What follows belongs to an exercise in optimizing a design on an open flow for small area; a production flow would make more cautious choices.
The RTL was checked by simulation tests, not by an equivalence proof against the original design.
Power is estimated from default activity; no workload was simulated.

===== flow/config.mk =====
export PLATFORM = sky130hd
export DESIGN_NAME = uart
export DESIGN_NICKNAME = uart
export VERILOG_FILES = /design/flow/design.v
export SDC_FILE = /design/flow/constraint.sdc
export NUM_CORES = 4
export LEC_CHECK = 0
export ABC_AREA = 1
export CAP_MARGIN = 20
export CORE_MARGIN = 2
export CORE_UTILIZATION = 40
export PLACE_DENSITY = 0.6
export SLEW_MARGIN = 20

===== flow/constraint.sdc =====
create_clock -name core_clock -period 10.0 [get_ports {i_clk}]
set_input_delay 2.0000 -clock core_clock [delete_from_list [all_inputs] [get_ports {i_clk}]]
set_output_delay 2.0000 -clock core_clock [all_outputs]
set_load 0.01 [all_outputs]

===== flow/design.v =====
module uart (
	input            i_clk,
	input            i_rst_n,
	input            i_we,
	input      [7:0] i_address,
	input      [7:0] i_data,
	input            i_rx,
	input            i_xcki,
	input            i_ddr_xck,
	output           o_xcko,
	output reg       o_tx,
	output reg [7:0] o_data
);
wire sel0 = (i_address == 8'd0);
wire sel1 = (i_address == 8'd1);
wire sel2 = (i_address == 8'd2);
wire sel3 = (i_address == 8'd3);
wire sel4 = (i_address == 8'd4);
wire mcu_read = sel4 & ~i_we;
reg  [1:0] ucsra_l;    
reg  [7:2] ucsra_h;    
reg  [7:2] ucsrb_h;    
reg        txb8;
reg  [6:0] ucsrc;      
reg  [3:0] ubrrh;
reg  [7:0] ubrrl;
reg        rd_ucsrc;   
reg  [7:0] udr_tx;     
reg        tx_pend;
wire       u2x   = ucsra_l[1];
wire       mpcm  = ucsra_l[0];
wire       rxen  = ucsrb_h[4];
wire       txen  = ucsrb_h[3];
wire [2:0] ucsz  = {ucsrb_h[2], ucsrc[2:1]};
wire       umsel = ucsrc[6];
wire [1:0] upm   = ucsrc[5:4];
wire       usbs  = ucsrc[3];
wire       ucpol = ucsrc[0];
reg  [7:0] udr_rx;
reg        rxb8;
reg        udr_valid;
reg        pe_flag, fe_flag, dor_flag;
reg  [2:0] ts;
localparam T_IDLE = 3'b000, T_START = 3'b001, T_STOP = 3'b010, T_PAR = 3'b011;
wire t_idle  = (ts == T_IDLE);
wire t_start = (ts == T_START);
wire t_par   = (ts == T_PAR);
wire t_send  = ts[2];
wire udr_empty = ts[2] & ~ts[0];
always @(*) begin
	o_data = 8'h00;
	case (1'b1)
		sel0: o_data = {ucsra_h, ucsra_l};
		sel1: o_data = {ucsrb_h, rxb8, txb8};
		sel2: o_data = rd_ucsrc ? {1'b1, ucsrc} : {4'b0000, ubrrh};
		sel3: o_data = ubrrl;
		sel4: o_data = udr_rx;
	endcase
end
always @(posedge i_clk or negedge i_rst_n) begin
	if (~i_rst_n) begin
		ucsra_l <= 2'b00;
		ucsra_h <= 6'b001000;
	end else if (sel0 & i_we) begin
		ucsra_l <= i_data[1:0];
	end else begin
		ucsra_h <= {udr_valid, t_idle, ~tx_pend & ~udr_empty, fe_flag, dor_flag, pe_flag};
	end
end
always @(posedge i_clk or negedge i_rst_n) begin
	if (~i_rst_n) begin
		ucsrb_h <= 6'b0;
		txb8    <= 1'b0;
	end else if (sel1 & i_we) begin
		ucsrb_h <= i_data[7:2];
		txb8    <= i_data[0];
	end
end
always @(posedge i_clk or negedge i_rst_n) begin
	if (~i_rst_n) begin
		ucsrc <= 7'b0000110;
		ubrrh <= 4'b0;
	end else if (sel2 & i_we) begin
		if (i_data[7]) ucsrc <= i_data[6:0];
		else           ubrrh <= i_data[3:0];
	end
end
always @(posedge i_clk or negedge i_rst_n) begin
	if (~i_rst_n)          rd_ucsrc <= 1'b0;
	else if (sel2 & ~i_we) rd_ucsrc <= ~rd_ucsrc;
end
always @(posedge i_clk or negedge i_rst_n) begin
	if (~i_rst_n)         ubrrl <= 8'b0;
	else if (sel3 & i_we) ubrrl <= i_data;
end
always @(posedge i_clk) begin
	if (sel4 & i_we) udr_tx <= i_data;
end
always @(posedge i_clk or negedge i_rst_n) begin
	if (~i_rst_n)         tx_pend <= 1'b0;
	else if (sel4 & i_we) tx_pend <= 1'b1;
	else if (udr_empty)   tx_pend <= 1'b0;
end
reg  [11:0] dc;
reg  [3:0]  div;        
reg  [2:0]  xs;         
reg         txclk_prev, rxclk_prev;
wire bz = (dc == 12'd0);
always @(posedge i_clk or negedge i_rst_n) begin
	if (~i_rst_n)       dc <= 12'd0;
	else if (sel3 | bz) dc <= {ubrrh, ubrrl};
	else                dc <= dc - 12'd1;
end
always @(posedge i_clk or negedge i_rst_n) begin
	if (~i_rst_n) div <= 4'd0;
	else if (bz)  div <= div - 4'd1;
end
always @(posedge i_clk or negedge i_rst_n) begin
	if (~i_rst_n) xs <= 3'b0;
	else          xs <= {xs[1:0], i_xcki};
end
wire xedge   = ucpol ? (xs[1] & ~xs[2]) : (~xs[1] & xs[2]);
wire syncclk = i_ddr_xck ? div[0] : xedge;
wire txclk   = umsel ? syncclk : (u2x ? div[2] : div[3]);
always @(posedge i_clk or negedge i_rst_n) begin
	if (~i_rst_n) begin
		txclk_prev <= 1'b0;
		rxclk_prev <= 1'b0;
	end else begin
		txclk_prev <= txclk;
		rxclk_prev <= syncclk;
	end
end
wire txtick = txclk & ~txclk_prev & (txen | ~t_idle);
wire rxtick = rxen & (umsel ? (syncclk & ~rxclk_prev) : bz);
assign o_xcko = div[0];
reg [3:0] nbits;
always @(*) begin
	case (ucsz)
		3'b000:  nbits = 4'd5;
		3'b001:  nbits = 4'd6;
		3'b010:  nbits = 4'd7;
		3'b011:  nbits = 4'd8;
		3'b111:  nbits = 4'd9;
		default: nbits = 4'd0;
	endcase
end
wire ucsz_rsvd = ucsz[2] & ~(ucsz[1] & ucsz[0]);
reg  [8:0] tsr;         
reg  [3:0] tcnt;        
reg        tpar;        
wire tlast = (tcnt == 4'd1);
always @(posedge i_clk or negedge i_rst_n) begin
	if (~i_rst_n) begin
		ts   <= T_IDLE;
		o_tx <= 1'b1;
	end else if (txtick) begin
		o_tx <= t_par ? tpar : t_start ? 1'b0 : t_send ? tsr[0] : 1'b1;
		case (ts)
			T_IDLE:  ts <= tx_pend ? T_START : T_IDLE;
			T_START: ts <= {1'b1, ucsz_rsvd, 1'b0};
			T_PAR:   ts <= usbs ? T_STOP : T_IDLE;
			T_STOP:  ts <= T_IDLE;
			default: ts <= ~tlast ? {1'b1, ts[1], 1'b1} :
			               upm[1] ? T_PAR : usbs ? T_STOP : T_IDLE;
		endcase
	end
end
always @(posedge i_clk) begin
	if (txtick) begin
		if (t_start) tsr <= {txb8, udr_tx};
		else         tsr <= {1'b0, tsr[8:1]};
		if (t_send)  tcnt <= tcnt - 4'd1;
		else         tcnt <= nbits;
		if (t_start)                tpar <= upm[0];
		else if (t_send & ~ts[1])   tpar <= tpar ^ tsr[0];
	end
end
reg        rin;         
reg  [3:0] sc;          
reg  [2:0] vote;
reg  [8:0] rsr;         
reg  [3:0] bc;          
reg        perr, ferr, dor;
reg  [2:0] rs;
reg        rc;          
localparam R_IDLE = 3'd0, R_START = 3'd1, R_DATA = 3'd2, R_STOP = 3'd3,
           R_PAR0 = 3'd4, R_PAR1 = 3'd5;
wire r_idle  = (rs == R_IDLE);
wire r_start = (rs == R_START);
wire r_data  = (rs == R_DATA);
wire r_stop  = (rs == R_STOP);
wire r_par1  = (rs == R_PAR1);
wire hl    = rin & ~i_rx;
wire rr    = umsel ? (sc == 4'd0) : (u2x ? (sc == 4'd6) : (sc == 4'd10));
wire rbit  = umsel ? rin : ((vote[0] & vote[1]) | (vote[0] & vote[2]) | (vote[1] & vote[2]));
wire startbit = rr & ~rbit & r_start;
wire fend  = (bc == 4'd0) | (umsel & (bc == 4'd1));
wire swe   = rr & r_data & (bc != 4'd0);
wire stopbit = r_stop & rr;
reg rpar;
always @(*) begin
	case (ucsz)
		3'b000:  rpar = ^rsr[4:0];
		3'b001:  rpar = ^rsr[5:0];
		3'b010:  rpar = ^rsr[6:0];
		3'b011:  rpar = ^rsr[7:0];
		3'b111:  rpar = ^rsr[8:0];
		default: rpar = 1'b0;
	endcase
end
reg [8:0] rdat;
integer i;
always @(*) begin
	rdat = 9'b0;
	case (ucsz)
		3'b000: for (i = 0; i < 5; i = i + 1) rdat[i] = rsr[4-i];
		3'b001: for (i = 0; i < 6; i = i + 1) rdat[i] = rsr[5-i];
		3'b010: for (i = 0; i < 7; i = i + 1) rdat[i] = rsr[6-i];
		3'b011: for (i = 0; i < 8; i = i + 1) rdat[i] = rsr[7-i];
		3'b111: for (i = 0; i < 9; i = i + 1) rdat[i] = rsr[8-i];
		default: ;
	endcase
end
wire rb_valid;
always @(posedge i_clk or negedge i_rst_n) begin
	if (~i_rst_n) begin
		rin  <= 1'b1;
		sc   <= 4'd0;
		vote <= 3'b0;
		rsr  <= 9'b0;
		perr <= 1'b0;
		ferr <= 1'b0;
		dor  <= 1'b0;
		rs   <= R_IDLE;
		rc   <= 1'b0;
	end else if (rxtick) begin
		rin <= i_rx;
		if (~r_idle) begin
			if (stopbit | (u2x & (sc == 4'd7)) | umsel) sc <= 4'd0;
			else                                        sc <= sc + 4'd1;
		end
		if (~u2x) begin
			if (sc == 4'd7) vote[0] <= rin;
			if (sc == 4'd8) vote[1] <= rin;
			if (sc == 4'd9) vote[2] <= rin;
		end else begin
			if (sc == 4'd3) vote[0] <= rin;
			if (sc == 4'd4) vote[1] <= rin;
			if (sc == 4'd5) vote[2] <= rin;
		end
		if (swe) rsr <= {rsr[7:0], rbit};
		if (r_par1) perr <= (rpar ^ upm[0]) ^ rbit;
		if (stopbit) ferr <= ~rbit;
		if (startbit)       dor <= rb_valid & udr_valid;
		else if (~rb_valid) dor <= 1'b0;
		case (rs)
			R_IDLE: begin
				if (hl) begin rs <= R_START; rc <= 1'b0; end
			end
			R_START: begin
				if (startbit)  begin rs <= R_DATA; rc <= 1'b0; end
				else if (rr)   begin rs <= R_IDLE; rc <= 1'b1; end
				else           begin rs <= R_START; rc <= 1'b0; end
			end
			R_DATA: begin
				if (fend) begin
					if (upm[1]) begin rs <= rr ? R_PAR1 : R_PAR0; rc <= 1'b0; end
					else        begin rs <= R_STOP; rc <= rr; end
				end else begin
					rc <= 1'b0;
				end
			end
			R_PAR0: begin
				rs <= rr ? R_PAR1 : R_PAR0; rc <= 1'b0;
			end
			R_PAR1: begin
				rs <= R_STOP; rc <= rr;
			end
			R_STOP: begin
				if (rr) begin rs <= hl ? R_START : R_IDLE; rc <= 1'b1; end
				else    begin rc <= 1'b0; end
			end
			default: begin rs <= R_IDLE; rc <= 1'b1; end
		endcase
	end
end
always @(posedge i_clk) begin
	if (rxtick) begin
		if (r_start)  bc <= nbits;
		else if (swe) bc <= bc - 4'd1;
	end
end
wire srv = rc & (~mpcm | rsr[0]);
reg  [8:0] rb;
reg        fe0, pe0, srd, rbv;
assign rb_valid = rbv;
always @(posedge i_clk or negedge i_rst_n) begin
	if (~i_rst_n) begin
		rb  <= 9'b0;
		fe0 <= 1'b0;
		pe0 <= 1'b0;
		srd <= 1'b0;
	end else begin
		if (~rbv & srv | mcu_read) begin
			rb  <= rdat;
			srd <= 1'b1;
			fe0 <= ferr;
			pe0 <= perr;
		end
		if (~srv) srd <= 1'b0;
	end
end
always @(posedge i_clk or negedge i_rst_n) begin
	if (~i_rst_n) rbv <= 1'b0;
	else begin
		if (mcu_read | ~rbv | ~udr_valid) rbv <= srv;
		if (srv & srd) rbv <= 1'b0;
	end
end
always @(posedge i_clk or negedge i_rst_n) begin
	if (~i_rst_n) begin
		udr_rx    <= 8'b0;
		rxb8      <= 1'b0;
		pe_flag   <= 1'b0;
		fe_flag   <= 1'b0;
		dor_flag  <= 1'b0;
		udr_valid <= 1'b0;
	end else if (mcu_read | ~udr_valid) begin
		udr_rx    <= rb[7:0];
		rxb8      <= rb[8];
		pe_flag   <= pe0;
		fe_flag   <= fe0;
		dor_flag  <= dor;
		udr_valid <= rbv;
	end
end
endmodule

===== flow/flow/run.sh =====
#!/bin/bash
# Own layout flow: the standard ORFS flow, with port buffers of the
# smallest buffer cell and a clock tree without dummy loads.
set -euo pipefail
CTS="-sink_clustering_enable -repair_clock_nets -dont_use_dummy_load -buf_list sky130_fd_sc_hd__clkbuf_8 -sink_clustering_size 20"
bash standard.sh \
  "BUFFER_PORTS_ARGS=-buffer_cell sky130_fd_sc_hd__buf_1" \
  "CTS_ARGS=$CTS" \
  finish > standard_flow.log 2>&1

===== flow/standard.sh =====
#!/bin/bash
# synth_recipe.tcl (not shown) runs the flow's synth.tcl, then flattens the netlist and writes it again
# the make line also repeats each setting of config.mk as NAME=value (left out here)
make -C /OpenROAD-flow-scripts/flow DESIGN_CONFIG=/design/flow/config.mk WORK_HOME=/design/flow/orfs CLKGATE_MAP_FILE= SYNTH_SCRIPT=/design/flow/synth_recipe.tcl "${@:-finish}"

==> metrics.yaml, run 1 <==
place:
  hpwl_um: 12180
  port_buffers: 31
  place_congestion: 0.8463
yosys:
  synthFlopType: "dfrtp_1"
  synth_top_area_share_pct: 38.10
  netlist_top_cells_area: "dfrtp_1 (38%), nand2_1 (12%), edfxtp_1 (11%), o21ai_0 (6.8%), inv_1 (5.5%)"
  avgSynthCellArea_um2: 8.440
  synthesis.instances: 825
  ys_seq_elements: 137
  async_flop_share_pct: 81.02
  yosys.area.top_type: "dfrtp_1"
  yosysWarnings: 1
  syn_area_um2: 6963
  synth_fp_nets: 859
  synth_edf_count: 26
  synth_cell_types: 46
  yosysSeqAreaShare_pct: 51.19
critical_path:
  cp-end-kind: "output port"
  critPathMaxStageDelay_ns: 0.26
  crit_slowest_cell: "nor2_2"
  critical_path_class: "in2out"
  cp-start-kind: "primary input"
  crit_chain: "buf_1 > inv_1 > nand2_1 > inv_2 > nand3_1 > nor2_2 > inv_1 > o22ai_1 > a31oi_1 > o211ai_1 > buf_1"
  path_max_fanout: 7
  crit_arrival_ns: 3.58
  crit_required_ns: 8.00
timing:
  rsz0062_at_grt: "false"
  fin_hold_ws_ns: 0.3540
  maxSlewViolCount: 0
  max_freq_mhz: 179.2
  period_share_pct: 55.80
  setup_tns_ns: 0
  final.min_clock_period_ns: 5.580
  hold_violations: 0
  fin_skew_ns: 0.02584
  tightest_slew_ns: 0.9168
  setup-violations-final: 0
  slew_headroom_pct: 38.65
clock_tree:
  hold_buffers: 0
  clkSlewWorstSetupHoldPaths_ns: 0.08
  cts_buffers: 17
  htreeDepth: 4
  cts_buffer_depth: 2
  clk_latency_ns: 0.45
  cts.sinks: 137
  cts_setup_buffers: 0
  cts-root-buf: "clkbuf_8"
  cts_tree: "built"
  post_cts_resize_count: 0
die:
  dieArea_um2: 18480
  rows: 48
  io_pins: 32
  dieHeight_um: 135.9
  die_width_um: 135.9
  start_util_pct: 40.54
  coreArea_um2: 17180
power_and_ir_drop:
  ir_drop_mv: 0.08578
  p_per_area_nw_per_um2: 169.0
  finalPower_w: 0.001273
  p_leak_nw: 3.335
run:
  drv_cap: 0
routing:
  drtAntennaViolNets: 0
  wl_per_cell_um: 15.18
  drtIter0Drc: 487
  routed_wl_um: 16460
  vias_per_cell: 5.096
  via_count: 5524
  drc: 0
  first_pass_iters: 5
global_routing:
  antenna_found_initial: 0
  grt_pass1_vias: 5216
  grt_start_max_net_pins: 63
  grt.overflow.total: 0
  grt_pass1_wl_um: 26950
  grt_usage_pct: 19.12
cells_and_area:
  drive_above_1_share_pct: 8.498
  nets: 895
  syn_to_final_growth_pct: 8.176
  n_antenna_cell: 0
run_status:
  status: "finished clean"
worst_hold_path:
  hp-class: "reg2reg"
[cell type report]
type	instances	area, um2
inverter	111	419.2
sequential	137	3565
multi-input combinational	561	2898
timing repair buffer	33	135.1
fill	1753	9644
tap	225	281.5
clock buffer	17	234.0
[worst paths after layout]
| path | start | to | slack, ns | cells after the start |
|---|---|---|---|---|
| worst max-delay path | i_address[2] | o_data[6] | 4.42 | 11 |
| worst min-delay path | xs[0]$_DFF_PN0_ | xs[1]$_DFF_PN0_ | 0.35 | 0 |
| worst max register to register | dc[0]$_DFF_PN0_ | bc[0]$_DFFE_PP_ | 7.47 | 10 |
| worst min register to register | xs[0]$_DFF_PN0_ | xs[1]$_DFF_PN0_ | 0.35 | 0 |
| max in group asynchronous | i_rst_n | vote[0]$_DFFE_PN0P_ | 7.10 | 2 |
| min in group asynchronous | i_rst_n | ubrrl[4]$_DFFE_PN0P_ | 1.60 | 1 |
[placed cells by master, fill, tap and decap left out, drive strengths merged]
cell type,Yosys,routed
a211oi,1,1
a21boi,2,2
a21oi,24,24
a221oi,1,1
a22oi,2,2
a31oi,4,4
a41oi,1,1
buf,10,32
clkbuf,6,18
dfrtp,106,106
dfstp,5,5
edfxtp,26,26
ha,12,12
inv,111,111
mux2,6,6
nand2,219,219
nand3,40,40
nand3b,3,3
nand4,7,7
nor2,65,65
nor3,9,9
nor4,3,3
o211ai,4,4
o21ai,113,113
o221ai,5,5
o22ai,17,17
o31ai,1,1
or2,4,4
xnor2,8,8
xor2,10,10
[sequential cells by signal, indices dropped and copies added (netlist names), 6 cells and up]
signal / cells
dc: 12
rb: 9
rsr: 9
tsr: 9
ubrrl: 8
udr_rx: 8
udr_tx: 8
ucsrc: 7
ucsra_h: 6
ucsrb_h: 6
[synth_stat cells, types with 4 or more instances]
| cell | count |
|---|---|
| o221ai_1 | 5 |
| clkbuf_1 | 6 |
| inv_2 | 8 |
| buf_2 | 8 |
| or2_2 | 4 |
| a21oi_1 | 20 |
| xnor2_1 | 8 |
| dfstp_2 | 5 |
| o21ai_0 | 95 |
| edfxtp_1 | 26 |
| nor2_1 | 60 |
| mux2_2 | 6 |
| o211ai_1 | 4 |
| nand4_1 | 6 |
| nand2_1 | 214 |
| xor2_1 | 10 |
| o21ai_1 | 8 |
| ha_1 | 12 |
| nor3_1 | 6 |
| nor2_2 | 4 |
| o22ai_1 | 17 |
| o21ai_2 | 10 |
| inv_1 | 102 |
| dfrtp_1 | 106 |
| nand3_1 | 39 |
| a31oi_1 | 4 |
[cells by family (layout without fill, tap and decap cells)]
family,after synthesis,after routing,share of synthesized area [%]
xor gates and xnor gates,18,18,2.264
DFF,137,137,51.19
muxes,6,6,0.9703
buffers and inverters,127,161,7.188
adders and majority gates,12,12,2.156
AOI/OAI and AO/OA,175,175,14.56
and+or+nand+nor,350,350,21.67
[layer usage]
metal / part of all wire [%] / GRT usage [%]
met3: 4.1 / 4.661
met2: 46 / 29.63
met4: 2.2 / 6.944
met1: 48 / 26.10
met5: 0 / 0
[power by group]
group	total [W]	switching, W	internal (W)
Combinational	0.000240	0.000155	0.0000856
Clock	0.000334	0.000184	0.000149
Sequential	0.000699	0.0000511	0.000647
Total	0.00127	0.000390	0.000882
[through the flow]
step                worst slack [ns]  area [um2]  std cells  util, %
finish                         4.420        7532       1084    43.85
global route                   4.311        7532       1084    43.85
CTS                            4.460        7532       1084    43.85
detailed placement             4.467        7298       1067    42.49
global placement               4.546        7298       1067    42.49
floorplan                      5.011        6963        825        -
[critical path, delay by kind of cell]
family / cells / cell delay (ns)
buffers and inverters: 5 / 0.64
AO/OA/AOI/OAI: 3 / 0.42
AND/OR/NAND/NOR: 3 / 0.51
==> inputs of run 2 (changes only) <==
==> flow/flow/run.sh (replaced) <==
#!/bin/bash
# Own layout flow: the standard ORFS flow, with port buffers of the
# smallest buffer cell and a clock tree without dummy loads.
set -euo pipefail
CTS="-sink_clustering_enable -repair_clock_nets -dont_use_dummy_load -buf_list sky130_fd_sc_hd__clkbuf_4 -sink_clustering_size 20"
bash standard.sh \
  "BUFFER_PORTS_ARGS=-buffer_cell sky130_fd_sc_hd__buf_1" \
  "CTS_ARGS=$CTS" \
  finish > standard_flow.log 2>&1
--- a/flow/config.mk
+++ b/flow/config.mk
@@ -8,6 +8,6 @@
 export ABC_AREA = 1
 export CAP_MARGIN = 20
 export CORE_MARGIN = 2
-export CORE_UTILIZATION = 40
-export PLACE_DENSITY = 0.6
+export CORE_UTILIZATION = 65
+export PLACE_DENSITY = 0.75
 export SLEW_MARGIN = 20
==> run 2 against run 1 <==
Worst hold slack gained 0.0039 ns. Still clean. Clock power down 27%. Sequential share of layout area up 1.4 points. Largest cell class unchanged. Global-route usage rose by 12 points. Critical endpoint is now o_data[5].
==> metrics.yaml, run 2 <==
run_status:
  status: "finished clean"
critical_path:
  r2r-start: "dc[0]$_DFF_PN0_"
  critical_path_class: "in2out"
  path_max_fanout: 7  # unchanged
  r2r_cells: 10  # unchanged
  cp-start-kind: "primary input"
  r2r_end: "bc[1]$_DFFE_PP_"
  crit_arrival_ns: 3.56  # -0.02 ns
  crit_required_ns: 8.00  # about the same
  r2r_slack_ns: 7.52  # +0.05 ns
  cp-end-kind: "output port"
timing:
  final.min_clock_period_ns: 5.562  # -0.01816 ns
  tightest_slew_ns: 0.8038  # -0.1130 ns
  rsz0062_at_grt: "false"
  setup-violations-final: 0  # unchanged
  max_freq_mhz: 179.8  # +0.33%
  fin_hold_ws_ns: 0.3580  # +0.003940 ns
  period_share_pct: 55.62  # -0.18 points
  fin_skew_ns: 0.03926  # +0.01341 ns
  setup_ws_ns: 4.438  # +0.01816 ns
  slew_headroom_pct: 46.41  # +7.8 points
  setup_tns_ns: 0  # unchanged
  hold_violations: 0  # unchanged
  maxSlewViolCount: 0  # unchanged
cells_and_area:
  final_area_um2: 7317  # -2.9%
  final_common_cell: "nand2_1"
  fillers: 841  # -52%
  nets: 895  # unchanged
  largest-register: "dc"
  syn_to_final_growth_pct: 5.085
  drive_above_1_share_pct: 8.498  # unchanged
  largest_register_ff_count: 12  # unchanged
  mostFrequentLayoutCells: "nand2_1 (214), dfrtp_1 (106), inv_1 (102), o21ai_0 (95), nor2_1 (60)"
clock_tree:
  post_cts_resize_count: 0  # unchanged
  cts_tree: "built"
  cts_setup_buffers: 0  # unchanged
  cts-root-buf: "clkbuf_4"
  htreeDepth: 4  # unchanged
  clk_latency_ns: 0.55  # +0.10 ns
  clkSlewWorstSetupHoldPaths_ns: 0.09  # about the same
  cts.sinks: 137  # unchanged
  cts_buffer_depth: 2  # unchanged
  cts_buffers: 17  # unchanged
  hold_buffers: 0  # unchanged
power_and_ir_drop:
  p_per_area_nw_per_um2: 162.8  # -3.6%
  p_leak_nw: 3.291  # -1.3%
  ir_drop_mv: 0.09914  # +16%
global_routing:
  grt_start_max_net_pins: 64  # +1.6%
  antenna_found_initial: 1  # +1
  grt_usage_pct: 30.68  # +12 points
  grt_pass1_vias: 5623  # +7.8%
  grt_pass1_wl_um: 27030  # +0.31%
  grt.overflow.total: 0  # unchanged
run:
  drv_cap: 0  # unchanged
routing:
  via_count: 5761  # +4.3%
  routed_wl_um: 16350  # -0.64%
  drc: 0  # unchanged
  wl_per_cell_um: 16.42  # +8.1%
  first_pass_iters: 7  # +2
  drtIter0Drc: 467  # -4.1%
  vias_per_cell: 5.784  # +14%
  drtAntennaViolNets: 0  # unchanged
place:
  port_buffers: 31  # unchanged
  place_congestion: 0.9284  # +9.7%
  pre_cts_ws_ns: 4.490  # +0.02250 ns
  placed_cell_area_um2: 7187  # -1.5%
  hpwl_um: 12140  # -0.34%
yosys:
  yosys.area.top_type: "dfrtp_1"
  netlist_top_cells_area: "dfrtp_1 (38%), nand2_1 (12%), edfxtp_1 (11%), o21ai_0 (6.8%), inv_1 (5.5%)"
  synthesis.instances: 825  # unchanged
  async_flop_share_pct: 81.02  # unchanged
  syn_area_um2: 6963  # unchanged
  synth_fp_nets: 859  # unchanged
  ys_seq_elements: 137  # unchanged
  synth_top_area_share_pct: 38.10  # unchanged
  synth_edf_count: 26  # unchanged
  avgSynthCellArea_um2: 8.440  # unchanged
  yosysWarnings: 1  # unchanged
  synthFlopType: "dfrtp_1"
  yosysSeqAreaShare_pct: 51.19  # unchanged
  synth_most_common_cell: "nand2_1"
  synth_cell_types: 46  # unchanged
  yosys-top-cells-count: "nand2_1 (214), dfrtp_1 (106), inv_1 (102), o21ai_0 (95), nor2_1 (60)"
worst_hold_path:
  hold_depth: 0  # unchanged
  hp-class: "reg2reg"
  hp-start: "xs[0]$_DFF_PN0_"
  worstHoldEndpoint: "xs[1]$_DFF_PN0_"
die:
  die_width_um: 107.5  # -21%
  dieArea_um2: 11560  # -37%
  start_util_pct: 67.15  # +27 points
  coreArea_um2: 10370  # -40%
  io_pins: 32  # unchanged
  dieHeight_um: 107.5  # -21%
  rows: 37  # -23%
[run 2: how the worst max path moves through the flow]
stage,from,endpoint,cells after the start
final,i_address[2],o_data[5],11
after global routing,i_address[2],o_data[5],11
after CTS,i_address[2],o_data[5],11
after detailed placement,i_address[2],o_data[5],11
after global placement,i_address[2],o_data[5],11
after floorplan,i_address[2],o_data[5],9
[run 2: critical path: stages]
cell and delay (ns):
buf_1 0.07, inv_1 0.10, nand2_1 0.15, inv_2 0.09, nand3_1 0.11, nor2_2 0.25
inv_1 0.19, o22ai_1 0.17, a31oi_1 0.06, o211ai_1 0.17, buf_1 0.20
[run 2: stage by stage]
stage	total power [W]	util, %	cells
floorplan	0.0008784	-	825
global placement	0.0009411	69.31	978
detailed placement	0.0009560	69.31	978
CTS	0.001197	70.54	995
global route	0.001264	70.56	996
finish	0.001192	70.56	996
[run 2: metal layers]
metal | wire (um) | vias up | track usage [%]
met5 | 0 | - | 0
met4 | 662 | 0 | 14.19
met3 | 897 | 55 | 6.416
met2 | 7908 | 216 | 50.54
met1 | 6885 | 2716 | 39.01
li1 | - | 2774 | -
[run 2: cells by family after synthesis]
family          after synthesis  share of synthesized area [%]
compound gates              175                          14.56
fa+ha+maj                    12                          2.156
buf+inv                     127                          7.188
simple gates                350                          21.67
xor+xnor                     18                          2.264
flops                       137                          51.19
mux                           6                         0.9703
[run 2: area by class of cell]
| type | instances | area (um2) | share of cell area (%) |
|---|---|---|---|
| inverter | 111 | 419.2 | 5.728 |
| antenna | 1 | 2.502 | 0.03420 |
| timing repair buffer | 33 | 135.1 | 1.847 |
| sequential | 137 | 3565 | 48.72 |
| tap | 136 | 170.2 | 2.326 |
| multi-input combinational | 561 | 2898 | 39.60 |
| clock buffer | 17 | 127.6 | 1.744 |
[run 2: power by group]
| group | internal (W) | total, W | switching (W) | leakage, nW |
|---|---|---|---|---|
| clock | 0.0000776 | 0.000245 | 0.000167 | 0.0782 |
| sequential | 0.000646 | 0.000699 | 0.0000526 | 1.64 |
| combinational | 0.0000866 | 0.000248 | 0.000161 | 1.57 |
==> inputs of run 3 (changes only) <==
==> flow/run.sh (new file) <==
#!/bin/bash
# synth_recipe.tcl (not shown) runs the flow's synth.tcl, then flattens the netlist and writes it again
# the make line also repeats each setting of config.mk as NAME=value (left out here)
make -C /OpenROAD-flow-scripts/flow DESIGN_CONFIG=/design/flow/config.mk WORK_HOME=/design/flow/orfs CLKGATE_MAP_FILE= SYNTH_SCRIPT=/design/flow/synth_recipe.tcl finish
--- a/flow/config.mk
+++ b/flow/config.mk
@@ -8,6 +8,6 @@
 export ABC_AREA = 1
 export CAP_MARGIN = 20
 export CORE_MARGIN = 2
-export CORE_UTILIZATION = 65
-export PLACE_DENSITY = 0.75
+export CORE_UTILIZATION = 40
+export PLACE_DENSITY = 0.6
 export SLEW_MARGIN = 20
removed: flow/flow/run.sh
removed: flow/standard.sh
==> run 3 against run 2 <==
Still clean on timing, DRC and antenna. Non-clock buffer count is the same. Worst hold slack lost 0.0088 ns. Wire length grew 3.3%. Sequential power is essentially flat. Highest routed layer unchanged.
==> metrics.yaml, run 3 <==
die:
  start_util_pct: 40.54  # -27 points
  die_width_um: 135.9  # +26%
  dieHeight_um: 135.9  # +26%
  dieArea_um2: 18480  # +60%
  coreArea_um2: 17180  # +66%
  io_pins: 32  # unchanged
  rows: 48  # +30%
yosys:
  yosys.area.top_type: "dfrtp_1"
  syn_area_um2: 6963  # unchanged
  avgSynthCellArea_um2: 8.440  # unchanged
  synthFlopType: "dfrtp_1"
  synth_fp_nets: 859  # unchanged
  async_flop_share_pct: 81.02  # unchanged
  netlist_top_cells_area: "dfrtp_1 (38%), nand2_1 (12%), edfxtp_1 (11%), o21ai_0 (6.8%), inv_1 (5.5%)"
  synthesis.instances: 825  # unchanged
  synth_edf_count: 26  # unchanged
  synth_most_common_cell: "nand2_1"
  synth_cell_types: 46  # unchanged
  yosys-top-cells-count: "nand2_1 (214), dfrtp_1 (106), inv_1 (102), o21ai_0 (95), nor2_1 (60)"
  synth_top_area_share_pct: 38.10  # unchanged
  ys_seq_elements: 137  # unchanged
  yosysWarnings: 1  # unchanged
  yosysSeqAreaShare_pct: 51.19  # unchanged
cells_and_area:
  syn_to_final_growth_pct: 16.35
  largest_register_ff_count: 12  # unchanged
  mostFrequentLayoutCells: "nand2_1 (214), dfrtp_1 (106), inv_1 (102), o21ai_0 (95), nor2_1 (60)"
  largest-register: "dc"
  final_common_cell: "nand2_1"
  nets: 895  # unchanged
  n_antenna_cell: 0  # -1
  drive_above_1_share_pct: 9.725  # +1.2 points
  fin_cells: 1099  # +10%
routing:
  first_pass_iters: 8  # +1
  drtAntennaViolNets: 0  # unchanged
  drc: 0  # unchanged
  via_count: 5533  # -4.0%
  vias_per_cell: 5.035  # -13%
  routed_wl_um: 16890  # +3.3%
  wl_per_cell_um: 15.37  # -6.4%
  drtIter0Drc: 458  # -1.9%
timing:
  fin_hold_ws_ns: 0.3492  # -0.008807 ns
  slew_headroom_pct: 44.04  # -2.4 points
  max_freq_mhz: 158.3  # -12%
  setup_tns_ns: 0  # unchanged
  period_share_pct: 63.18  # +7.6 points
  fin_skew_ns: 0.006355  # -0.03290 ns
  final.min_clock_period_ns: 6.318  # +0.7569 ns
  rsz0062_at_grt: "false"
  maxSlewViolCount: 0  # unchanged
  hold_violations: 0  # unchanged
  setup-violations-final: 0  # unchanged
  tightest_slew_ns: 0.8364  # +0.03256 ns
clock_tree:
  cts_buffer_depth: 2  # unchanged
  clkSlewWorstSetupHoldPaths_ns: 0.06  # -0.03 ns
  post_cts_resize_count: 0  # unchanged
  cts-root-buf: "clkbuf_16"
  hold_buffers: 0  # unchanged
  cts_buffers: 17  # unchanged
  cts_tree: "built"
  htreeDepth: 4  # unchanged
  cts.sinks: 137  # unchanged
  cts_setup_buffers: 0  # unchanged
  clk_latency_ns: 0.42  # -0.13 ns
global_routing:
  grt_pass1_vias: 5255  # -6.5%
  grt_pass1_wl_um: 27810  # +2.9%
  grt_start_max_net_pins: 58  # -9.4%
  antenna_found_initial: 0  # -1
  grt_usage_pct: 19.76  # -11 points
  grt.overflow.total: 0  # unchanged
critical_path:
  crit_required_ns: 8.00  # about the same
  crit_arrival_ns: 4.32  # +0.76 ns
  cp-start-kind: "primary input"
  critical_path_class: "in2out"
  path_max_fanout: 7  # unchanged
  cp-end-kind: "output port"
place:
  hpwl_um: 12350  # +1.8%
  port_buffers: 31  # unchanged
  placed_cells: 1067  # +9.1%
  place_congestion: 0.8926  # -3.9%
power_and_ir_drop:
  p_leak_nw: 3.585  # +8.9%
  seqPwrFrac_pct: 43.5  # -15 points
  ir_drop_mv: 0.1504  # +52%
  clockPowerShare_pct: 40.8  # +20 points
  p_per_area_nw_per_um2: 198.3  # +22%
  p_switching_w: 0.0004492  # +18%
  power_frac_comb_pct: 15.7  # -5.1 points
  finalPower_w: 0.001607  # +35%
  p_sw_share_pct: 27.96  # -4.0 points
  p_int_w: 0.001157  # +43%
worst_hold_path:
  hp-class: "reg2reg"
run:
  drv_cap: 0  # unchanged
run_status:
  status: "finished clean"
run 3: final timing paths:
path                            startpoint                 to  slack, ns  cells past startpoint
max in group asynchronous          i_rst_n  sc[0]$_DFFE_PN0P_       7.14                      2
min                        xs[0]$_DFF_PN0_    xs[1]$_DFF_PN0_       0.35                      0
max reg2reg                dc[0]$_DFF_PN0_    bc[1]$_DFFE_PP_       7.53                     10
max                           i_address[3]          o_data[6]       3.68                     11
min in group asynchronous          i_rst_n    xs[0]$_DFF_PN0_       1.64                      1
min reg2reg                xs[0]$_DFF_PN0_    xs[1]$_DFF_PN0_       0.35                      0
run 3: final cells by class:
cell class                      count  area (um2)
Sequential cell                   137        3565
Timing Repair Buffer               33       322.8
Clock inverter                      9       137.6
Inverter                          111       419.2
Fill cell                        1697        9075
Tap cell                          225       281.5
Multi-Input combinational cell    561        2898
Clock buffer                       23       478.0
run 3: critical path, cell delays in order:
cell and delay (ns):
clkdlybuf4s50_1 0.44, inv_1 0.07, nand2_1 0.13, inv_2 0.09
nand3_1 0.11, nor2_2 0.25, inv_1 0.20, o22ai_1 0.16
a31oi_1 0.07, o211ai_1 0.18, clkdlybuf4s50_1 0.61
run 3: power groups by stage:
stage          Clock [W]  Combinational (W)  Sequential, W
2_1_floorplan          0           0.000183       0.000696
3_3_place_gp           0           0.000251       0.000708
3_5_place_dp           0           0.000254       0.000708
4_1_cts         0.000667           0.000257       0.000699
5_1_grt         0.000694           0.000298       0.000708
6_report        0.000655           0.000252       0.000700
run 3: stage by stage:
| stage | area, um2 | util, % | setup WS (ns) |
|---|---|---|---|
| after global placement | 7486 | 43.58 | 3.769 |
| after detailed placement | 7486 | 43.58 | 3.736 |
| final | 8102 | 47.17 | 3.682 |
| after global routing | 8102 | 47.17 | 3.506 |
| after floorplan | 6963 | - | 5.011 |
| after CTS | 8102 | 47.17 | 3.722 |
run 3: cells by family after synthesis:
logic type               share of synthesized area [%]
AND/OR/NAND/NOR                                  21.67
AO/OA/AOI/OAI                                    14.56
flip-flops                                       51.19
buffers and inverters                            7.188
XOR/XNOR                                         2.264
adder cells (fa/ha/maj)                          2.156
multiplexers                                    0.9703
run 3: per-layer routing:
layer	vias to the layer above	track usage [%]	share of wire, %
met4	0	7.118	1.8
li1	2786	-	-
met3	22	4.474	3.8
met1	2618	26.96	48
met2	107	30.95	47
met5	-	0	0
==> inputs of run 4 (changes only) <==
--- a/flow/design.v
+++ b/flow/design.v
@@ -122,14 +122,9 @@
 wire xedge   = ucpol ? (xs[1] & ~xs[2]) : (~xs[1] & xs[2]);
 wire syncclk = i_ddr_xck ? div[0] : xedge;
 wire txclk   = umsel ? syncclk : (u2x ? div[2] : div[3]);
-always @(posedge i_clk or negedge i_rst_n) begin
-	if (~i_rst_n) begin
-		txclk_prev <= 1'b0;
-		rxclk_prev <= 1'b0;
-	end else begin
-		txclk_prev <= txclk;
-		rxclk_prev <= syncclk;
-	end
+always @(posedge i_clk) begin
+	txclk_prev <= txclk;
+	rxclk_prev <= syncclk;
 end
 wire txtick = txclk & ~txclk_prev & (txen | ~t_idle);
 wire rxtick = rxen & (umsel ? (syncclk & ~rxclk_prev) : bz);
==> flow/flow/run.sh (new file) <==
#!/bin/bash
# Own layout flow: the standard ORFS flow (standard.sh) with three changes:
#  - synthesis maps the logic with an area-only ABC script (flow/abc_min_area.script);
#    everything else in synthesis, including the registers and their names, is unchanged
#  - port buffers use the smallest buffer cell
#  - the clock tree is built without dummy loads
# Each tool's output goes to standard_flow.log (make) and the ORFS logs under orfs/logs.
set -euo pipefail
W=$(pwd)
ABC_SCRIPT="$W/flow/abc_min_area.script"
{
  echo 'proc abc {args} {'
  echo '  set i [lsearch -exact $args -script]'
  echo "  if {\$i >= 0} { lset args [expr {\$i + 1}] $ABC_SCRIPT }"
  echo '  yosys abc {*}$args'
  echo '}'
  cat "$W/synth_recipe.tcl"
} > "$W/own_synth.tcl"
CTS="-sink_clustering_enable -repair_clock_nets -dont_use_dummy_load -buf_list sky130_fd_sc_hd__clkbuf_8 -sink_clustering_size 20"
bash standard.sh \
  "SYNTH_SCRIPT=$W/own_synth.tcl" \
  "BUFFER_PORTS_ARGS=-buffer_cell sky130_fd_sc_hd__buf_1" \
  "CTS_ARGS=$CTS" \
  finish > standard_flow.log 2>&1
==> flow/flow/abc_min_area.script (new file) <==
strash; dch; amap -F 5 -A 5 -m; topo
==> flow/standard.sh (new file) <==
#!/bin/bash
# synth_recipe.tcl (not shown) runs the flow's synth.tcl, then flattens the netlist and writes it again
# the make line also repeats each setting of config.mk as NAME=value (left out here)
make -C /OpenROAD-flow-scripts/flow DESIGN_CONFIG=/design/flow/config.mk WORK_HOME=/design/flow/orfs CLKGATE_MAP_FILE= SYNTH_SCRIPT=/design/flow/synth_recipe.tcl "${@:-finish}"
removed: flow/run.sh
==> run 4 against run 3 <==
Die area down 9.0%. Maximum frequency is 3.0% higher. Cell area fell by 14%. Count of clock-buffer cells in the layout decreased by 6. Clock power fell by 51%. Utilization is 1.6 points lower.
==> metrics.yaml, run 4 <==
timing:
  hold_violations: 0  # unchanged
  fin_skew_ns: 0.02174  # +0.01539 ns
  max_freq_mhz: 163.1  # +3.0%
  final.min_clock_period_ns: 6.133  # -0.1858 ns
  maxSlewViolCount: 0  # unchanged
  setup_ws_ns: 3.867  # +0.1858 ns
  period_share_pct: 61.33  # -1.9 points
  tightest_slew_ns: 0.9938  # +0.1574 ns
  setup_tns_ns: 0  # unchanged
  rsz0062_at_grt: "false"
  slew_headroom_pct: 33.50  # -11 points
  setup-violations-final: 0  # unchanged
global_routing:
  antenna_found_initial: 0  # unchanged
  grt_usage_pct: 20.48  # +0.72 points
  grt_pass1_wl_um: 26160  # -6.0%
  grt_start_max_net_pins: 78  # +34%
  grt.overflow.total: 0  # unchanged
  grt_pass1_vias: 4999  # -4.9%
routing:
  drc: 0  # unchanged
  drtIter0Drc: 542  # +18%
  wl_per_cell_um: 17.84  # +16%
  drtAntennaViolNets: 0  # unchanged
  first_pass_iters: 5  # -3
  vias_per_cell: 5.814  # +15%
  routed_wl_um: 16180  # -4.2%
  via_count: 5273  # -4.7%
critical_path:
  cp-end-kind: "output port"
  r2r_slack_ns: 5.70  # -1.83 ns
  r2r_cells: 12  # +2
  r2r-start: "dc[6]$_DFF_PN0_"
  crit_required_ns: 8.00  # about the same
  path_max_fanout: 7  # unchanged
  crit_arrival_ns: 4.13  # -0.19 ns
  r2r_end: "rs[2]$_DFFE_PN0P_"
  critical_path_class: "in2out"
  cp-start-kind: "primary input"
yosys:
  synth_fp_nets: 677  # -21%
  synth_cell_types: 37  # -20%
  synth_edf_count: 26  # unchanged
  avgSynthCellArea_um2: 9.827  # +16%
  synthesis.instances: 643  # -22%
  synthFlopType: "dfrtp_1"
  synth_most_common_cell: "clkinv_1"
  yosys.area.top_type: "dfrtp_1"
  netlist_top_cells_area: "dfrtp_1 (41%), edfxtp_1 (12%), o22ai_1 (9.8%), clkinv_1 (7.8%), nor2_1 (2.6%)"
  async_flop_share_pct: 79.56  # -1.5 points
  yosys-top-cells-count: "clkinv_1 (132), dfrtp_1 (104), o22ai_1 (99), nor2_1 (44)"
  synth_top_area_share_pct: 41.19  # +3.1 points
  yosysWarnings: 1  # unchanged
  yosysSeqAreaShare_pct: 56.26  # +5.1 points
  ys_seq_elements: 137  # unchanged
  syn_area_um2: 6319  # -9.3%
cells_and_area:
  nets: 732  # -18%
  syn_to_final_growth_pct: 10.48
  final_common_cell: "clkinv_1"
  largest_register_ff_count: 12  # unchanged
  n_antenna_cell: 0  # unchanged
  drive_above_1_share_pct: 4.167  # -5.6 points
  largest-register: "dc"
  mostFrequentLayoutCells: "clkinv_1 (132), dfrtp_1 (104), o22ai_1 (99), nor2_1 (44)"
die:
  start_util_pct: 41.26  # +0.72 points
  coreArea_um2: 15310  # -11%
  io_pins: 32  # unchanged
  die_width_um: 129.7  # -4.6%
  dieArea_um2: 16820  # -9.0%
  rows: 45  # -6.3%
  dieHeight_um: 129.7  # -4.6%
clock_tree:
  post_cts_resize_count: 0  # unchanged
  cts_buffer_depth: 2  # unchanged
  clkSlewWorstSetupHoldPaths_ns: 0.07  # about the same
  cts_buffers: 17  # unchanged
  clk_latency_ns: 0.44  # +0.02 ns
  htreeDepth: 4  # unchanged
  cts_tree: "built"
  cts-root-buf: "clkbuf_8"
  cts.sinks: 137  # unchanged
  cts_setup_buffers: 0  # unchanged
  hold_buffers: 0  # unchanged
worst_hold_path:
  hp-class: "reg2reg"
  hp-start: "xs[0]$_DFF_PN0_"
  worstHoldEndpoint: "xs[1]$_DFF_PN0_"
  hold_depth: 0  # unchanged
place:
  pre_cts_ws_ns: 3.544  # -0.1920 ns
  port_buffers: 31  # unchanged
  hpwl_um: 11990  # -2.9%
  place_congestion: 0.9292  # +4.1%
power_and_ir_drop:
  p_per_area_nw_per_um2: 224.2  # +13%
  p_leak_nw: 2.493  # -30%
  ir_drop_mv: 0.1262  # -16%
run:
  drv_cap: 0  # unchanged
run_status:
  status: "finished clean"
[run 4: changes by cell type after synthesis, sizes merged, moves of 10 or more]
| cell | before | now |
|---|---|---|
| o22ai | 17 | 99 |
| inv | 111 | 0 |
| buf | 10 | 0 |
| clkinv | 0 | 132 |
| nand3 | 40 | 8 |
| nor2 | 65 | 44 |
| nand2 | 219 | 32 |
| o21ai | 113 | 32 |
| nor3 | 9 | 24 |
[run 4: how the worst max path moves through the flow]
stage / endpoint / cells after the start / from
5_1_grt: o_data[4] / 7 / i_address[4]
2_1_floorplan: o_data[4] / 5 / i_address[4]
4_1_cts: o_data[4] / 7 / i_address[4]
3_5_place_dp: o_data[4] / 7 / i_address[4]
6_report: o_data[6] / 8 / i_address[4]
3_3_place_gp: o_data[4] / 7 / i_address[4]
[run 4: power breakdown]
group	total (W)	switching (W)	internal, W
Sequential	0.000782	0.0000861	0.000696
Combinational	0.000459	0.000285	0.000174
Clock	0.000324	0.000175	0.000149
[run 4: layout make-up]
class | count | area [um2]
multi-input combinational | 374 | 2275
fill | 1502 | 8334
sequential | 137 | 3555
tap | 211 | 264.0
clock buffer | 17 | 234.0
timing repair buffer | 36 | 157.7
inverter | 132 | 495.5
[run 4: metal layers]
layer  share of wire (%)  GRT usage [%]
met2                  48          32.46
met4                 2.2          6.768
met3                 5.3          5.244
met5                   0              0
met1                  45          27.60
[run 4: kinds of logic after synthesis]
| family | after synthesis | synth area share [%] |
|---|---|---|
| flops | 137 | 56.26 |
| buf+inv | 132 | 7.842 |
| simple gates | 129 | 9.228 |
| mux | 1 | 0.1782 |
| xor+xnor | 2 | 0.2773 |
| fa+ha+maj | 12 | 2.376 |
| compound gates | 230 | 23.84 |
[run 4: critical path: stages]
cell      delay (ns)
buf_1           0.07
or4_1           0.61
nor4_2          0.59
clkinv_1        0.30
o22ai_1         0.21
a31oi_1         0.07
o221ai_1        0.11
buf_1           0.18
[run 4: metrics by stage]
stage               utilization, %  std cells  area, um2  hold slack, ns  total power, W
detailed placement           44.01        890       6740          0.3411        0.001245
floorplan                        -        643       6319          0.3312        0.001109
finish                       45.58        907       6980          0.3580        0.001565
global placement             44.01        890       6740          0.3445        0.001225
global route                 45.58        907       6980          0.3794        0.001673
CTS                          45.54        907       6974          0.3654        0.001572
==> inputs of run 5 (changes only) <==
--- a/flow/flow/run.sh
+++ b/flow/flow/run.sh
@@ -2,6 +2,7 @@
 # Own layout flow: the standard ORFS flow (standard.sh) with three changes:
 #  - synthesis maps the logic with an area-only ABC script (flow/abc_min_area.script);
 #    everything else in synthesis, including the registers and their names, is unchanged
+#  - synthesis does not map adders to half/full-adder cells (ADDER_MAP_FILE empty)
 #  - port buffers use the smallest buffer cell
 #  - the clock tree is built without dummy loads
 # Each tool's output goes to standard_flow.log (make) and the ORFS logs under orfs/logs.
@@ -19,6 +20,7 @@
 CTS="-sink_clustering_enable -repair_clock_nets -dont_use_dummy_load -buf_list sky130_fd_sc_hd__clkbuf_8 -sink_clustering_size 20"
 bash standard.sh \
   "SYNTH_SCRIPT=$W/own_synth.tcl" \
+  "ADDER_MAP_FILE=" \
   "BUFFER_PORTS_ARGS=-buffer_cell sky130_fd_sc_hd__buf_1" \
   "CTS_ARGS=$CTS" \
   finish > standard_flow.log 2>&1
==> flow/flow/abc_min_area.script (replaced) <==
strash; &get -n; &deepsyn -T 30; &put; dch; amap -F 5 -A 5 -m; topo
==> run 5 against run 4 <==
Still clean. Critical path type unchanged. Via count is 7.4% lower. Final cell count is 4.0% lower. Count of clock-buffer cells in the layout stayed put. Largest power group unchanged.
==> metrics.yaml, run 5 <==
routing:
  first_pass_iters: 7  # +2
  via_count: 4884  # -7.4%
  drtAntennaViolNets: 0  # unchanged
  drtIter0Drc: 310  # -43%
  drc: 0  # unchanged
  wl_per_cell_um: 17.32  # -2.9%
  vias_per_cell: 5.607  # -3.5%
  routed_wl_um: 15080  # -6.8%
yosys:
  netlist_top_cells_area: "dfrtp_1 (43%), edfxtp_1 (13%), clkinv_1 (6.4%), o21ai_0 (5.2%), nor2_1 (5.2%)"
  synth_most_common_cell: "dfrtp_1"
  yosysSeqAreaShare_pct: 58.95  # +2.7 points
  synthesis.instances: 634  # -1.4%
  synth_fp_nets: 656  # -3.1%
  async_flop_share_pct: 79.56  # unchanged
  syn_area_um2: 6030  # -4.6%
  synth_edf_count: 26  # unchanged
  synth_top_area_share_pct: 43.16  # +2.0 points
  ys_seq_elements: 137  # unchanged
  synthFlopType: "dfrtp_1"
  yosys.area.top_type: "dfrtp_1"
  avgSynthCellArea_um2: 9.510  # -3.2%
  yosys-top-cells-count: "dfrtp_1 (104), clkinv_1 (103), nor2_1 (83), nand2_1 (67), o21ai_0 (63)"
  synth_cell_types: 34  # -8.1%
  yosysWarnings: 1  # unchanged
die:
  dieHeight_um: 126.8  # -2.2%
  io_pins: 32  # unchanged
  rows: 44  # -2.2%
  die_width_um: 126.8  # -2.2%
  dieArea_um2: 16070  # -4.4%
  start_util_pct: 41.17  # -0.084 points
  coreArea_um2: 14640  # -4.4%
clock_tree:
  cts-root-buf: "clkbuf_8"
  cts_buffers: 17  # unchanged
  cts_setup_buffers: 0  # unchanged
  cts.sinks: 137  # unchanged
  htreeDepth: 4  # unchanged
  cts_buffer_depth: 2  # unchanged
  clkSlewWorstSetupHoldPaths_ns: 0.07  # about the same
  post_cts_resize_count: 0  # unchanged
  cts_tree: "built"
  hold_buffers: 0  # unchanged
  clk_latency_ns: 0.45  # about the same
cells_and_area:
  fin_cells: 871  # -4.0%
  drive_above_1_share_pct: 4.076  # -0.091 points
  largest-register: "dc"
  final_common_cell: "dfrtp_1"
  largest_register_ff_count: 12  # unchanged
  n_antenna_cell: 0  # unchanged
  mostFrequentLayoutCells: "dfrtp_1 (104), clkinv_1 (103), nor2_1 (83), nand2_1 (67), o21ai_0 (63)"
  nets: 711  # -2.9%
  syn_to_final_growth_pct: 10.31
timing:
  maxSlewViolCount: 0  # unchanged
  hold_violations: 0  # unchanged
  max_freq_mhz: 169.3  # +3.8%
  final.min_clock_period_ns: 5.906  # -0.2268 ns
  fin_hold_ws_ns: 0.3508  # -0.007184 ns
  period_share_pct: 59.06  # -2.3 points
  setup_tns_ns: 0  # unchanged
  slew_headroom_pct: 34.42  # +0.92 points
  setup-violations-final: 0  # unchanged
  tightest_slew_ns: 0.9761  # -0.01768 ns
  fin_skew_ns: 0.01310  # -0.008642 ns
  rsz0062_at_grt: "false"
worst_hold_path:
  hp-start: "xs[0]$_DFF_PN0_"
  hold_depth: 0  # unchanged
  hp-class: "reg2reg"
critical_path:
  critPathMaxStageDelay_ns: 0.39  # -0.22 ns
  worst_path_most_repeated_cell: "buf_1"
  cp-start-kind: "primary input"
  critical_path_class: "in2out"
  cp-end-kind: "output port"
  path_max_fanout: 6  # -1
  cp_num_buf_inv: 3  # unchanged
  cp-startpoint: "i_address[4]"
  crit_required_ns: 8.00  # about the same
  r2r_cells: 15  # +3
  r2r-start: "dc[1]$_DFF_PN0_"
  crit_chain: "buf_1 > nor3_1 > nand3b_1 > or3_1 > nor2_1 > clkinv_1 > o221ai_1 > buf_1"
  crit_cells: 8  # unchanged
  crit_slowest_cell: "or3_1"
  crit_family: "simple AND/OR/NAND/NOR gates"
  crit_arrival_ns: 3.91  # -0.22 ns
place:
  placed_cells: 854  # -4.0%
  hpwl_um: 11090  # -7.5%
  port_buffers: 31  # unchanged
  place_congestion: 0.9082  # -2.3%
run_status:
  status: "finished clean"
global_routing:
  antenna_found_initial: 0  # unchanged
  grt_pass1_vias: 4785  # -4.3%
  grt.overflow.total: 0  # unchanged
  grt_pass1_wl_um: 24430  # -6.6%
  grt_usage_pct: 19.61  # -0.87 points
  grt_start_max_net_pins: 74  # -5.1%
run:
  drv_cap: 0  # unchanged
power_and_ir_drop:
  ir_drop_mv: 0.1028  # -19%
  p_leak_nw: 2.576  # +3.3%
  finalPower_w: 0.001533  # -2.1%
  p_per_area_nw_per_um2: 230.4  # +2.8%
==> run 5: changes by cell type after synthesis, moves of 5 or more <==
cell	delta
a222oi_1	+9
clkinv_1	-29
ha_1	-12
nand2_1	+35
nor2_1	+39
nor3_1	-12
o21a_1	+7
o21ai_0	+31
o22a_1	-5
o22ai_1	-52
or4_1	-5
==> run 5: cell families (layout without fill, tap and decap cells) <==
| family | Yosys count | in the layout | synth area share (%) |
|---|---|---|---|
| flops | 137 | 137 | 58.95 |
| buf+inv | 103 | 156 | 6.412 |
| simple gates | 188 | 188 | 12.93 |
| compound gates | 206 | 206 | 21.71 |
==> run 5: layer usage <==
layer	share of wire, %	GRT usage [%]	up-vias
met2	45	30.46	130
met4	3.2	9.244	0
met5	0	0	-
met1	48	26.63	2350
met3	3.9	3.880	32
li1	-	-	2372
==> run 5: worst reg2reg max path: stages, from the launching register on <==
cell and delay [ns]:
dfrtp_1 0.39, or3_1 0.41, or3_1 0.40, or3_1 0.44, or3_1 0.43, nor2_1 0.19, clkinv_1 0.16, nor3_1 0.19
buf_4 0.18, a21oi_1 0.09, nor2_1 0.30, nand4_1 0.16, a211oi_1 0.30, buf_4 0.24, clkinv_1 0.28, o21ai_0 0.34
==> run 5: cell type report <==
type | instances | area [um2]
Clock buffer | 17 | 234.0
Fill cell | 1407 | 7993
Inverter | 103 | 386.6
Multi-Input combinational cell | 394 | 2088
Sequential cell | 137 | 3555
Tap cell | 184 | 230.2
Timing Repair Buffer | 36 | 157.7
==> run 5: final timing paths <==
| path | to | slack, ns |
|---|---|---|
| max reg2reg | bc[3]$_DFFE_PP_ | 5.13 |
| min reg2reg | xs[1]$_DFF_PN0_ | 0.35 |
| min in group asynchronous | rsr[3]$_DFFE_PN0P_ | 1.55 |
| max | o_data[6] | 4.09 |
| min | xs[1]$_DFF_PN0_ | 0.35 |
| max in group asynchronous | ts[2]$_DFFE_PN0P_ | 7.13 |
==> run 5: stage by stage <==
stage	instance area [um2]	util [%]	setup WS, ns
6_report	6651	45.42	4.094
5_1_grt	6651	45.42	3.914
4_1_cts	6651	45.42	4.114
3_5_place_dp	6417	43.82	4.085
3_3_place_gp	6417	43.82	4.187
2_1_floorplan	6030	-	4.627
==> run 5: where the power goes <==
| part | internal (W) | switching, W | leakage (nW) |
|---|---|---|---|
| Combinational | 0.000155 | 0.000252 | 0.975 |
| Sequential | 0.000706 | 0.0000858 | 1.48 |
| Clock | 0.000149 | 0.000185 | 0.122 |
| Total | 0.00101 | 0.000522 | 2.58 |
==> inputs of run 6 (changes only) <==
--- a/flow/flow/run.sh
+++ b/flow/flow/run.sh
@@ -17,7 +17,7 @@
   echo '}'
   cat "$W/synth_recipe.tcl"
 } > "$W/own_synth.tcl"
-CTS="-sink_clustering_enable -repair_clock_nets -dont_use_dummy_load -buf_list sky130_fd_sc_hd__clkbuf_8 -sink_clustering_size 20"
+CTS="-sink_clustering_enable -repair_clock_nets -dont_use_dummy_load -buf_list sky130_fd_sc_hd__clkbuf_4 -sink_clustering_size 20"
 bash standard.sh \
   "SYNTH_SCRIPT=$W/own_synth.tcl" \
   "ADDER_MAP_FILE=" \
--- a/flow/config.mk
+++ b/flow/config.mk
@@ -8,6 +8,6 @@
 export ABC_AREA = 1
 export CAP_MARGIN = 20
 export CORE_MARGIN = 2
-export CORE_UTILIZATION = 40
-export PLACE_DENSITY = 0.6
+export CORE_UTILIZATION = 55
+export PLACE_DENSITY = 0.7
 export SLEW_MARGIN = 20
==> run 6 against run 5 <==
Still clean. Register-to-register slack got worse by 0.12 ns. Utilization up 15 points. Wire length decreased by 7.0%. Sequential power about the same. Die area is 26% lower. First-iteration DRC count up 37%.
==> metrics.yaml, run 6 <==
routing:
  drtIter0Drc: 425  # +37%
  drtAntennaViolNets: 0  # unchanged
  via_count: 4914  # +0.61%
  drc: 0  # unchanged
  wl_per_cell_um: 17.01  # -1.8%
  first_pass_iters: 8  # +1
  routed_wl_um: 14030  # -7.0%
  vias_per_cell: 5.956  # +6.2%
place:
  hpwl_um: 10520  # -5.2%
  port_buffers: 31  # unchanged
  place_congestion: 0.9535  # +5.0%
  pre_cts_ws_ns: 4.134  # +0.04909 ns
cells_and_area:
  largest-register: "dc"
  nets: 709  # -0.28%
  largest_register_ff_count: 12  # unchanged
  n_antenna_cell: 0  # unchanged
  final_common_cell: "dfrtp_1"
  drive_above_1_share_pct: 3.942  # -0.13 points
  syn_to_final_growth_pct: 7.429
  mostFrequentLayoutCells: "dfrtp_1 (104), clkinv_1 (103), nor2_1 (82), nand2_1 (67), o21ai_0 (63)"
clock_tree:
  cts_tree: "built"
  cts_buffers: 17  # unchanged
  clkSlewWorstSetupHoldPaths_ns: 0.09  # +0.02 ns
  hold_buffers: 0  # unchanged
  cts_buffer_depth: 2  # unchanged
  cts-root-buf: "clkbuf_4"
  cts.sinks: 137  # unchanged
  clk_latency_ns: 0.54  # +0.09 ns
  post_cts_resize_count: 0  # unchanged
  htreeDepth: 4  # unchanged
  cts_setup_buffers: 0  # unchanged
yosys:
  synth_cell_types: 34  # unchanged
  synth_fp_nets: 656  # unchanged
  synthFlopType: "dfrtp_1"
  yosysWarnings: 1  # unchanged
  ys_seq_elements: 137  # unchanged
  avgSynthCellArea_um2: 9.510  # unchanged
  yosys-top-cells-count: "dfrtp_1 (104), clkinv_1 (103), nor2_1 (83), nand2_1 (67), o21ai_0 (63)"
  synthesis.instances: 634  # unchanged
  netlist_top_cells_area: "dfrtp_1 (43%), edfxtp_1 (13%), clkinv_1 (6.4%), o21ai_0 (5.2%), nor2_1 (5.2%)"
  yosys.area.top_type: "dfrtp_1"
  syn_area_um2: 6030  # unchanged
  async_flop_share_pct: 79.56  # unchanged
  synth_top_area_share_pct: 43.16  # unchanged
  synth_most_common_cell: "dfrtp_1"
  synth_edf_count: 26  # unchanged
  yosysSeqAreaShare_pct: 58.95  # unchanged
timing:
  maxSlewViolCount: 0  # unchanged
  setup-violations-final: 0  # unchanged
  max_freq_mhz: 168.7  # -0.37%
  hold_violations: 0  # unchanged
  fin_skew_ns: 0.03206  # +0.01896 ns
  rsz0062_at_grt: "false"
  setup_ws_ns: 4.072  # -0.02208 ns
  period_share_pct: 59.28  # +0.22 points
  slew_headroom_pct: 34.47  # +0.046 points
  setup_tns_ns: 0  # unchanged
  final.min_clock_period_ns: 5.928  # +0.02208 ns
  tightest_slew_ns: 0.9830  # +0.006816 ns
global_routing:
  grt_start_max_net_pins: 79  # +6.8%
  grt_usage_pct: 25.67  # +6.1 points
  antenna_found_initial: 0  # unchanged
  grt_pass1_vias: 4651  # -2.8%
  grt_pass1_wl_um: 22580  # -7.6%
  grt.overflow.total: 0  # unchanged
critical_path:
  cp-start-kind: "primary input"
  cp-end-kind: "output port"
  path_max_fanout: 6  # unchanged
  critical_path_class: "in2out"
  crit_arrival_ns: 3.93  # +0.02 ns
  crit_chain: "buf_1 > nor3_1 > nand3b_1 > or3_1 > nor2_1 > clkinv_1 > o221ai_1 > buf_1"
  worst_path_most_repeated_cell: "buf_1"
  cp_num_buf_inv: 3  # unchanged
  crit_required_ns: 8.00  # about the same
  crit_slowest_cell: "or3_1"
  crit_family: "simple AND/OR/NAND/NOR gates"
  critPathMaxStageDelay_ns: 0.38  # about the same
  r2r_slack_ns: 5.01  # -0.12 ns
die:
  die_width_um: 108.7  # -14%
  coreArea_um2: 10750  # -27%
  rows: 38  # -14%
  dieArea_um2: 11820  # -26%
  start_util_pct: 56.11  # +15 points
  io_pins: 32  # unchanged
  dieHeight_um: 108.7  # -14%
run_status:
  status: "finished clean"
power_and_ir_drop:
  p_per_area_nw_per_um2: 220.9  # -4.1%
  ir_drop_mv: 0.1037  # +0.93%
  p_leak_nw: 2.524  # -2.0%
run:
  drv_cap: 0  # unchanged
worst_hold_path:
  hp-class: "reg2reg"
==> run 6: changes by cell type in the layout (fill, tap and decap cells not counted) <==
cell / before / now
clkbuf_4: 1 / 18
buf_4: 5 / 3
nor2_2: 0 / 1
clkbuf_8: 17 / 0
nor2_1: 83 / 82
==> run 6: logic make-up after synthesis <==
kind of cell / count (synthesis) / synth area share (%)
AO/OA/AOI/OAI: 206 / 21.71
buffers and inverters: 103 / 6.412
flip-flops: 137 / 58.95
AND/OR/NAND/NOR: 188 / 12.93
==> run 6: worst register-to-register path: stages (launching register included) <==
cell and delay, ns:
dfrtp_1 0.41, or3_1 0.40, or3_1 0.40, or3_1 0.41, or3_1 0.41, nor2_1 0.15
clkinv_1 0.14, nor3_1 0.60, a21oi_1 0.17, nor2_1 0.31, nand4_1 0.17, a211oi_1 0.24
buf_4 0.23, clkinv_1 0.27, o21ai_0 0.33
==> run 6: through the flow <==
stage | cells | util [%] | hold WS, ns | area [um2] | power, W
after floorplan | 634 | - | 0.3312 | 6030 | 0.001077
after global placement | 808 | 59.07 | 0.3335 | 6347 | 0.001181
after detailed placement | 808 | 59.09 | 0.3372 | 6350 | 0.001200
after CTS | 825 | 60.28 | 0.3576 | 6477 | 0.001440
after global routing | 825 | 60.28 | 0.3617 | 6477 | 0.001533
final | 825 | 60.28 | 0.3555 | 6477 | 0.001431
==> run 6: final timing paths <==
path	from	endpoint	depth (start not counted)
setup reg to reg	dc[0]$_DFF_PN0_	bc[1]$_DFFE_PP_	14
min in group asynchronous	i_rst_n	udr_rx[2]$_DFFE_PN0P_	1
setup / recovery	i_address[4]	o_data[6]	8
hold / removal	xs[0]$_DFF_PN0_	xs[1]$_DFF_PN0_	0
max in group asynchronous	i_rst_n	ferr$_DFFE_PN0P_	2
hold reg to reg	xs[0]$_DFF_PN0_	xs[1]$_DFF_PN0_	0
==> run 6: per-layer routing <==
layer	share of wire (%)	global-route usage (%)	vias to the layer above
li1	-	-	2376
met1	44	33.31	2313
met2	47	40.76	183
met3	6.0	6.993	42
met4	3.3	11.17	0
met5	0	0	-
==> run 6: area by class of cell <==
cell class                      instances  area, um2
Clock buffer                           17      127.6
Fill cell                             938       4268
Inverter                              103      386.6
Multi-Input combinational cell        394       2091
Sequential cell                       137       3555
Tap cell                              140      175.2
Timing Repair Buffer                   34      142.6
==> run 6: power breakdown <==
group          leakage, nW  switching (W)  internal [W]
Sequential            1.48      0.0000867      0.000705
Clock               0.0782       0.000161     0.0000774
Combinational        0.966       0.000247      0.000155

[separate check: timing with driven ports]
In the flow no input, the clock included, has a driving cell. The finished layouts below were timed again as built, in two steps.
Step 1, drivers: a clkbuf_16 drives i_clk and a buf_2 each remaining input, both assumed.
Step 2 moves the port delays by t, midway between the first and last clock arrival at a register: inputs arrive t later, outputs are due t later. That takes back most of the time a late clock gives input paths.
Slacks: ideal / step 1 / step 2; pairs: ideal / step 1.
run | t (ns) | setup WS [ns] | latest minus earliest clock arrival (ns)
run 1 | 0.476 | 4.420 / 4.401 / 4.401 | 0.025 / 0.026
run 2 | 0.565 | 4.438 / 4.419 / 4.419 | 0.039 / 0.040
run 3 | 0.460 | 3.682 / 3.653 / 3.653 | 0.007 / 0.007
run 4 | 0.465 | 3.867 / 3.845 / 3.845 | 0.022 / 0.022
run 5 | 0.476 | 4.094 / 4.073 / 4.073 | 0.013 / 0.013
run 6 | 0.561 | 4.072 / 4.053 / 4.053 | 0.044 / 0.043
After both steps every run listed still meets setup and hold. For run 3, which loses most, drivers alone change the setup slack by -0.029 ns; drivers and shift together by -0.029 ns.
